From an optimization exercise on the open Yosys and OpenROAD flow, aimed at small area; shortcuts taken in it are not production practice. In this exercise RTL edits were held to simulation tests only and were not proved equivalent to the original. Power is estimated from default activity; no workload was simulated.

## flow/flow/run.sh

```bash
#!/bin/bash
# Own layout flow: ORFS as in standard.sh, with
#  - synthesis as synth_recipe.tcl, but mapping with an area-oriented ABC script
#    and without the half/full adder extraction (registers are untouched: ABC
#    runs without -dff, so the registers and their names are the standard ones)
#  - the smallest buffer on the ports, and CTS without dummy loads.
set -euo pipefail
W=$(pwd)
F=$W/flow
mkdir -p $W/mysynth
sed -e 's|log_cmd abc {\*}\$abc_args|set abc_args [lreplace $abc_args 1 1 '"$F"'/area.abc]\n  log_cmd abc {*}$abc_args|' \
    -e 's|  \[dont_use_adder_kinds\] ne "none"|  0|' \
    $FLOW_HOME/scripts/synth.tcl > $W/mysynth/synth.tcl
grep -q "area.abc" $W/mysynth/synth.tcl
sed "s|source \$::env(SCRIPTS_DIR)/synth.tcl|source $W/mysynth/synth.tcl|" $W/synth_recipe.tcl > $W/mysynth/synth_recipe.tcl
grep -q "mysynth/synth.tcl" $W/mysynth/synth_recipe.tcl

ORFS_DIR=$W/orfs
RES=$ORFS_DIR/results/$FLOW_PLATFORM/decralp/base
make -C $FLOW_HOME DESIGN_CONFIG=$W/config.mk WORK_HOME=$ORFS_DIR CLKGATE_MAP_FILE= \
  SYNTH_SCRIPT=$W/mysynth/synth_recipe.tcl \
  "BUFFER_PORTS_ARGS=-buffer_cell sky130_fd_sc_hd__buf_1" \
  "CTS_ARGS=-sink_clustering_enable -repair_clock_nets -dont_use_dummy_load" \
  finish > $W/make.log 2>&1
: # left out here: write the final layout as DEF
```

## flow/flow/area.abc

```
strash
dch
map -a
mfs2
strash
dch
map -a
topo
```

## flow/standard.sh

```bash
#!/bin/bash
# synth_recipe.tcl (not shown) runs the flow's synth.tcl, then flattens the netlist and writes it again
# the make line also repeats each setting of config.mk as NAME=value (left out here)
make -C /OpenROAD-flow-scripts/flow DESIGN_CONFIG=/design/flow/config.mk WORK_HOME=/design/flow/orfs CLKGATE_MAP_FILE= SYNTH_SCRIPT=/design/flow/synth_recipe.tcl "${@:-finish}"
```

## flow/config.mk

```make
export PLATFORM = sky130hd
export DESIGN_NAME = decralp
export DESIGN_NICKNAME = decralp
export VERILOG_FILES = /design/flow/design.v
export SDC_FILE = /design/flow/constraint.sdc
export NUM_CORES = 4
export LEC_CHECK = 0
export CAP_MARGIN = 20
export CORE_MARGIN = 2
export CORE_UTILIZATION = 60
export SLEW_MARGIN = 20
```

## flow/constraint.sdc

```tcl
create_clock -name core_clock -period 5.0 [get_ports {clk}]
set_input_delay 1.0000 -clock core_clock [delete_from_list [all_inputs] [get_ports {clk}]]
set_output_delay 1.0000 -clock core_clock [all_outputs]
set_load 0.01 [all_outputs]
```

## flow/design.v

```verilog
module decralp (
	input [7:0] in1, in2, in3, in4,
	input clk,
	input [255:0] key,
	input [3:0] r,
	output reg [7:0] out1, out2, out3, out4);
function [7:0] xt;
	input [7:0] v;
	xt = {v[6:0], 1'b0} ^ (v[7] ? 8'h1B : 8'h00);
endfunction
function [3:0] sb;
	input [3:0] v;
	input [1:0] sel;
	reg [63:0] t;
	begin
		case (sel)
			2'd0: t = 64'h0123456789ABCDEF;
			2'd1: t = 64'h543210EDCBA9876F;
			2'd2: t = 64'hBA9EDC601572438F;
			default: t = 64'hEDC01245B3A6987F;
		endcase
		sb = t[4*v +: 4];
	end
endfunction
wire [3:0] h = 4'b0001 << r[3:2];
wire [3:0] l = 4'b0001 << r[1:0];
function [7:0] sel4;
	input [3:0] s;
	input [7:0] d0, d1, d2, d3;
	sel4 = ({8{s[0]}} & d0) | ({8{s[1]}} & d1) | ({8{s[2]}} & d2) | ({8{s[3]}} & d3);
endfunction
function [7:0] kb;
	input [255:0] k;
	input integer i;
	kb = k[8*i +: 8];
endfunction
wire [7:0] tw [25:31];
genvar g;
generate
	for (g = 25; g <= 31; g = g + 1) begin : gtw
		assign tw[g] = sel4(h, kb(key, g), kb(key, g-4), kb(key, g-8), kb(key, g-12));
	end
endgenerate
wire [7:0] kw1 = sel4(l, tw[28], tw[27], tw[26], tw[25]);
wire [7:0] kw2 = sel4(l, tw[29], tw[28], tw[27], tw[26]);
wire [7:0] kw3 = sel4(l, tw[30], tw[29], tw[28], tw[27]);
wire [7:0] kw4 = sel4(l, tw[31], tw[30], tw[29], tw[28]);
function [7:0] rot;
	input [7:0] v;
	input [3:0] s;
	input b2;
	reg [7:0] u;
	begin
		u = sel4(s, v, {v[0], v[7:1]}, {v[1:0], v[7:2]}, {v[2:0], v[7:3]});
		u = b2 ? {u[3:0], u[7:4]} : u;
		rot = {u[0], u[7:1]};
	end
endfunction
wire [7:0] a1 = rot(in1 ^ kw1, l, r[2]);
wire [7:0] a2 = rot(in2 ^ kw2, l, r[2]);
wire [7:0] a3 = rot(in3 ^ kw3, l, r[2]);
wire [7:0] a4 = rot(in4 ^ kw4, l, r[2]);
reg [7:0] c1, c2, c3, c4;
wire [7:0] p13 = a1 ^ a3;
wire [7:0] p24 = a2 ^ a4;
always @(posedge clk) begin
	c1 <= p13 ^ p24;
	c2 <= p24 ^ xt(c1);
	c3 <= a2 ^ a3 ^ xt(c2);
	c4 <= p13 ^ a4 ^ xt(c3);
end
wire [7:0] b2 = c4;
wire [7:0] b3 = c3 ^ c4;
wire [7:0] b4 = c2 ^ c4;
wire [7:0] b1 = c1 ^ c2 ^ b3;
wire [7:0] uo [0:17];
generate
	for (g = 0; g <= 6; g = g + 1) begin : guo
		assign uo[g] = sel4(h, kb(key, g), kb(key, g+4), kb(key, g+8), kb(key, g+12));
	end
	for (g = 7; g <= 17; g = g + 1) begin : gus
		assign uo[g][1:0] = sel4(h, kb(key, g), kb(key, g+4), kb(key, g+8), kb(key, g+12));
		assign uo[g][7:2] = 6'd0;
	end
endgenerate
wire [7:0] ko1 = sel4(l, uo[0], uo[1], uo[2], uo[3]);
wire [7:0] ko2 = sel4(l, uo[1], uo[2], uo[3], uo[4]);
wire [7:0] ko3 = sel4(l, uo[2], uo[3], uo[4], uo[5]);
wire [7:0] ko4 = sel4(l, uo[3], uo[4], uo[5], uo[6]);
wire [7:0] s2 = sel4(l, uo[4], uo[5], uo[6], uo[7]);
wire [7:0] s3 = sel4(l, uo[6], uo[7], uo[8], uo[9]);
wire [7:0] s4 = sel4(l, uo[8], uo[9], uo[10], uo[11]);
wire [7:0] s5 = sel4(l, uo[10], uo[11], uo[12], uo[13]);
wire [7:0] s6 = sel4(l, uo[12], uo[13], uo[14], uo[15]);
wire [7:0] s7 = sel4(l, uo[14], uo[15], uo[16], uo[17]);
wire [1:0] s0 = ko1[1:0];
wire [1:0] s1 = ko3[1:0];
always @(posedge clk) begin
	out1 <= {sb(b3[7:4], s1), sb(b3[3:0], s0)} ^ ko1;
	out2 <= {sb(b4[7:4], s3[1:0]), sb(b4[3:0], s2[1:0])} ^ ko2;
	out3 <= {sb(b1[7:4], s5[1:0]), sb(b1[3:0], s4[1:0])} ^ ko3;
	out4 <= {sb(b2[7:4], s7[1:0]), sb(b2[3:0], s6[1:0])} ^ ko4;
end
endmodule
```

==> impl_metrics.xml <==
<?xml version="1.0" encoding="UTF-8"?>
<metrics>
  <group name="run_status">
    <metric name="result_of_the_run" unit="">finished clean</metric>
  </group>
  <group name="pwr">
    <metric name="p_total" unit="mW">7.41</metric>
    <metric name="ir_worst_vdd" unit="V">0.000303</metric>
    <metric name="power_per_cell_area" unit="mW/mm2">604</metric>
    <metric name="total_leakage_power" unit="nW">4.48</metric>
  </group>
  <group name="placed_design">
    <metric name="routabilityCongestion" unit="">1.06</metric>
    <metric name="placement.setup.worst_slack" unit="ps">374</metric>
    <metric name="hpwl_after_dpl" unit="mm">34.3</metric>
    <metric name="buffer_ports.inserted" unit="">324</metric>
  </group>
  <group name="drt">
    <metric name="drt-pass1-iter-count" unit="">16</metric>
    <metric name="total_length_of_routed_wires" unit="mm">45.0</metric>
    <metric name="detailedRoute.firstIterationViolations" unit="">2502</metric>
    <metric name="final_antenna_net_count" unit="">0</metric>
    <metric name="detail_route.wl_per_cell" unit="um">20.2</metric>
    <metric name="drc" unit="">0</metric>
    <metric name="vias" unit="">15200</metric>
    <metric name="route.detailed.vias_per_inst" unit="">6.82</metric>
  </group>
  <group name="yosys">
    <metric name="yosysUniqueCellTypes" unit="">34</metric>
    <metric name="syn-num-nets" unit="">1938</metric>
    <metric name="ffs_latches_synth" unit="">64</metric>
    <metric name="post_synth.cell_area_avg" unit="um2">6.17</metric>
    <metric name="synth_top_flop_cell" unit="">dfxtp_1</metric>
    <metric name="mappedNetlistArea" unit="mm2">0.0101</metric>
    <metric name="seq_area_frac_synth" unit="%">12.6</metric>
    <metric name="postSynthCellCount" unit="">1645</metric>
    <metric name="synth_async_sr_flop_share" unit="%">0</metric>
    <metric name="synth_enable_flop_cells" unit="">0</metric>
    <metric name="ys.warnings.count" unit="">1</metric>
  </group>
  <group name="critical_path">
    <metric name="path_common_cell" unit="">clkinv_1</metric>
    <metric name="endpoint_kind" unit="">flip-flop</metric>
    <metric name="timing.critical_path.slowest_cell_delay" unit="ps">480</metric>
    <metric name="crit_type" unit="">in2reg</metric>
    <metric name="timing.critical_path.from_type" unit="">primary input</metric>
    <metric name="critical_path.slowest_cell" unit="">o211ai_1</metric>
    <metric name="critical_path_peak_fanout" unit="">15</metric>
    <metric name="critical_path_data_required_time" unit="ps">5230</metric>
    <metric name="timing.critical_path.cells" unit="">buf_1 -&gt; clkinv_1 -&gt; nor2_4 -&gt; clkinv_2 -&gt; o211ai_1 -&gt; a21oi_1 -&gt; nand3_1 -&gt; clkinv_1 -&gt; nor2_1 -&gt; clkinv_1 -&gt; nor2_1 -&gt; clkinv_1 -&gt; nor2_1 -&gt; nor3_1 -&gt; o21ai_0 -&gt; a32oi_1 -&gt; xor2_1</metric>
    <metric name="worstPathArrival" unit="ps">4610</metric>
  </group>
  <group name="clock_tree">
    <metric name="numCtsBuffers" unit="">9</metric>
    <metric name="cts_sinks" unit="">64</metric>
    <metric name="cts-hold-fix-buffers" unit="">0</metric>
    <metric name="post_cts_buffers" unit="">0</metric>
    <metric name="ctsResizeCount" unit="">0</metric>
    <metric name="clock_path_buffers" unit="">2</metric>
    <metric name="clk_transition_reported_paths" unit="ps">60</metric>
    <metric name="cts.root.buffer_cell" unit="">clkbuf_16</metric>
    <metric name="cts_tree" unit="">yes</metric>
    <metric name="cts_htree_levels" unit="">3</metric>
    <metric name="clock_latency_of_the_later_clocked_register_in_the_worst_skew_pair" unit="ps">350</metric>
  </group>
  <group name="global_route">
    <metric name="globalRoute.busiestLayer" unit="">met2</metric>
    <metric name="grtUsageTotal" unit="%">47.7</metric>
    <metric name="initial_antenna_violation_count" unit="">2</metric>
    <metric name="globalRoute.totalOverflow" unit="">0</metric>
    <metric name="first_global_vias" unit="">13400</metric>
    <metric name="grt_util_met3" unit="%">10.3</metric>
    <metric name="globalRouteMet2Util" unit="%">77.2</metric>
    <metric name="grt_util_met1" unit="%">56.6</metric>
    <metric name="pin_count_of_the_biggest_net_entering_global_routing" unit="">103</metric>
    <metric name="global_route_wire_length_before_repair" unit="mm">68.5</metric>
  </group>
  <group name="sta">
    <metric name="clock.fmax" unit="MHz">228</metric>
    <metric name="final.hold.worst_slack" unit="ps">505</metric>
    <metric name="final.setup.tns" unit="ps">0</metric>
    <metric name="grt_setup_unrepaired" unit="">no</metric>
    <metric name="timing.final.max_slew_violations" unit="">0</metric>
    <metric name="worst_clock_skew" unit="ps">17.9</metric>
    <metric name="final_hold_vio_count" unit="">0</metric>
    <metric name="setup_violations" unit="">0</metric>
    <metric name="final_period_utilization" unit="%">87.8</metric>
    <metric name="period_needed" unit="ps">4390</metric>
    <metric name="slew_headroom" unit="%">45.2</metric>
    <metric name="final_critical_path_setup_slack" unit="ps">611</metric>
    <metric name="tightest_pin_transition" unit="ps">816</metric>
  </group>
  <group name="die">
    <metric name="die_area" unit="mm2">0.0180</metric>
    <metric name="top_level_ports" unit="">325</metric>
    <metric name="initial_core_util" unit="%">61.2</metric>
    <metric name="chipHeight" unit="um">134</metric>
    <metric name="core" unit="mm2">0.0166</metric>
    <metric name="num_rows" unit="">47</metric>
    <metric name="floorplan.die.width" unit="um">134</metric>
  </group>
  <group name="cells_and_area">
    <metric name="commonest_cells_after_routing_fill_and_taps_aside" unit="">353 x nand2_1, 323 x buf_1, 250 x a22oi_1, 151 x nor2_1, 138 x clkinv_1</metric>
    <metric name="mostFrequentLayoutCell" unit="">nand2_1</metric>
    <metric name="area_delta_synth_final" unit="%">20.9</metric>
    <metric name="design.final.nets" unit="">2298</metric>
    <metric name="layout-drive-gt1-share" unit="%">3.94</metric>
  </group>
  <group name="job">
    <metric name="max_cap_violations" unit="">0</metric>
  </group>
  <group name="hold_path">
    <metric name="timing.hold.worst.class" unit="">reg2reg</metric>
  </group>
</metrics>
==> logic make-up after synthesis <==
family	synth area share [%]
AOI/OAI and AO/OA	42.6
xor gates and xnor gates	13.7
buffers and inverters	5.21
DFF	12.6
and+or+nand+nor	25.8
==> sequential cells by signal, indices dropped and copies added, names as in the netlist <==
register  count
out3          8
out2          8
c3            8
c2            8
c1            8
out1          8
out4          8
c4            8
==> final timing paths <==
| kind | from | to | slack (ps) | cells past startpoint |
|---|---|---|---|---|
| setup reg to reg | c4[0] | out3[2] | 1510 | 11 |
| hold reg to reg | c1[6] | c2[7] | 500 | 1 |
| setup / recovery | r[3] | out1[1] | 610 | 17 |
| hold / removal | c1[6] | c2[7] | 500 | 1 |
==> synth_stat cells (15+ instances only) <==
master | number | share of area (%)
xnor2_1 | 55 | 4.7
o21ai_0 | 100 | 4.9
a21oi_1 | 91 | 4.5
xor2_1 | 104 | 9.0
o22ai_1 | 15 | 0.92
dfxtp_1 | 64 | 13
nor2_1 | 161 | 6.0
a221oi_1 | 24 | 2.1
a31oi_1 | 44 | 2.7
clkinv_1 | 141 | 5.2
a22oi_1 | 250 | 18
nand2_1 | 353 | 13
nand3_1 | 104 | 5.1
o211ai_1 | 32 | 2.4
o221ai_1 | 20 | 1.7
==> through the flow <==
step           area (um2)  util [%]  std cells
3_5_place_dp        12000      72.6       2214
3_3_place_gp        12000      72.6       2214
5_1_grt             12300      74.0       2224
4_1_cts             12300      74.0       2223
2_1_floorplan       10300         -       1645
6_report            12300      74.0       2224
==> layout make-up <==
cell class,count,area (um2)
inverter,141,544
multi-input combinational,1440,8430
fill,1427,4310
tap,220,275
sequential,64,1280
clock buffer,9,225
antenna,1,2.50
timing repair buffer,349,1520
==> critical path, delay by kind of cell <==
kind	cells	cell delay, ps
buffers and inverters	6	1330
AND/OR/NAND/NOR	6	1220
AO/OA/AOI/OAI	4	880
XOR/XNOR	1	170
==> routing by layer <==
| metal | wire (um) | vias to the layer above |
|---|---|---|
| li1 | - | 6855 |
| met1 | 15800 | 6717 |
| met2 | 19800 | 1333 |
| met3 | 5840 | 251 |
| met4 | 3500 | 2 |
| met5 | 11 | - |
==> where the power goes <==
group	switching (mW)	internal, mW	leakage [nW]
Combinational	3.74	1.98	3.82
Clock	0.232	0.315	0.111
Sequential	0.290	0.853	0.540
Total	4.26	3.14	4.48

==> static timing again, ports no longer ideal <==
How much do the figures lean on ideal ports? The routed layout below was timed once more, with nothing changed but the port constraints. Step 1 assumes that a clkbuf_16 drives the clock port and a buf_2 every other input. Step 2 moves the port delays by t, midway between the first and last clock arrival at a register: inputs arrive t later, outputs are due t later. That takes back most of the time a late clock gives input paths. Slacks: ideal ports / drivers / drivers and shift; pairs: ideal ports / drivers.
shift t [ns]: 0.394
setup slack, ns: 0.611 / 0.633 / 0.239
clock arrival spread, ns: 0.018 / 0.018
After both steps this run still meets setup and hold. The setup slack of this run moves by +0.022 ns with the drivers and by -0.372 ns with both steps.
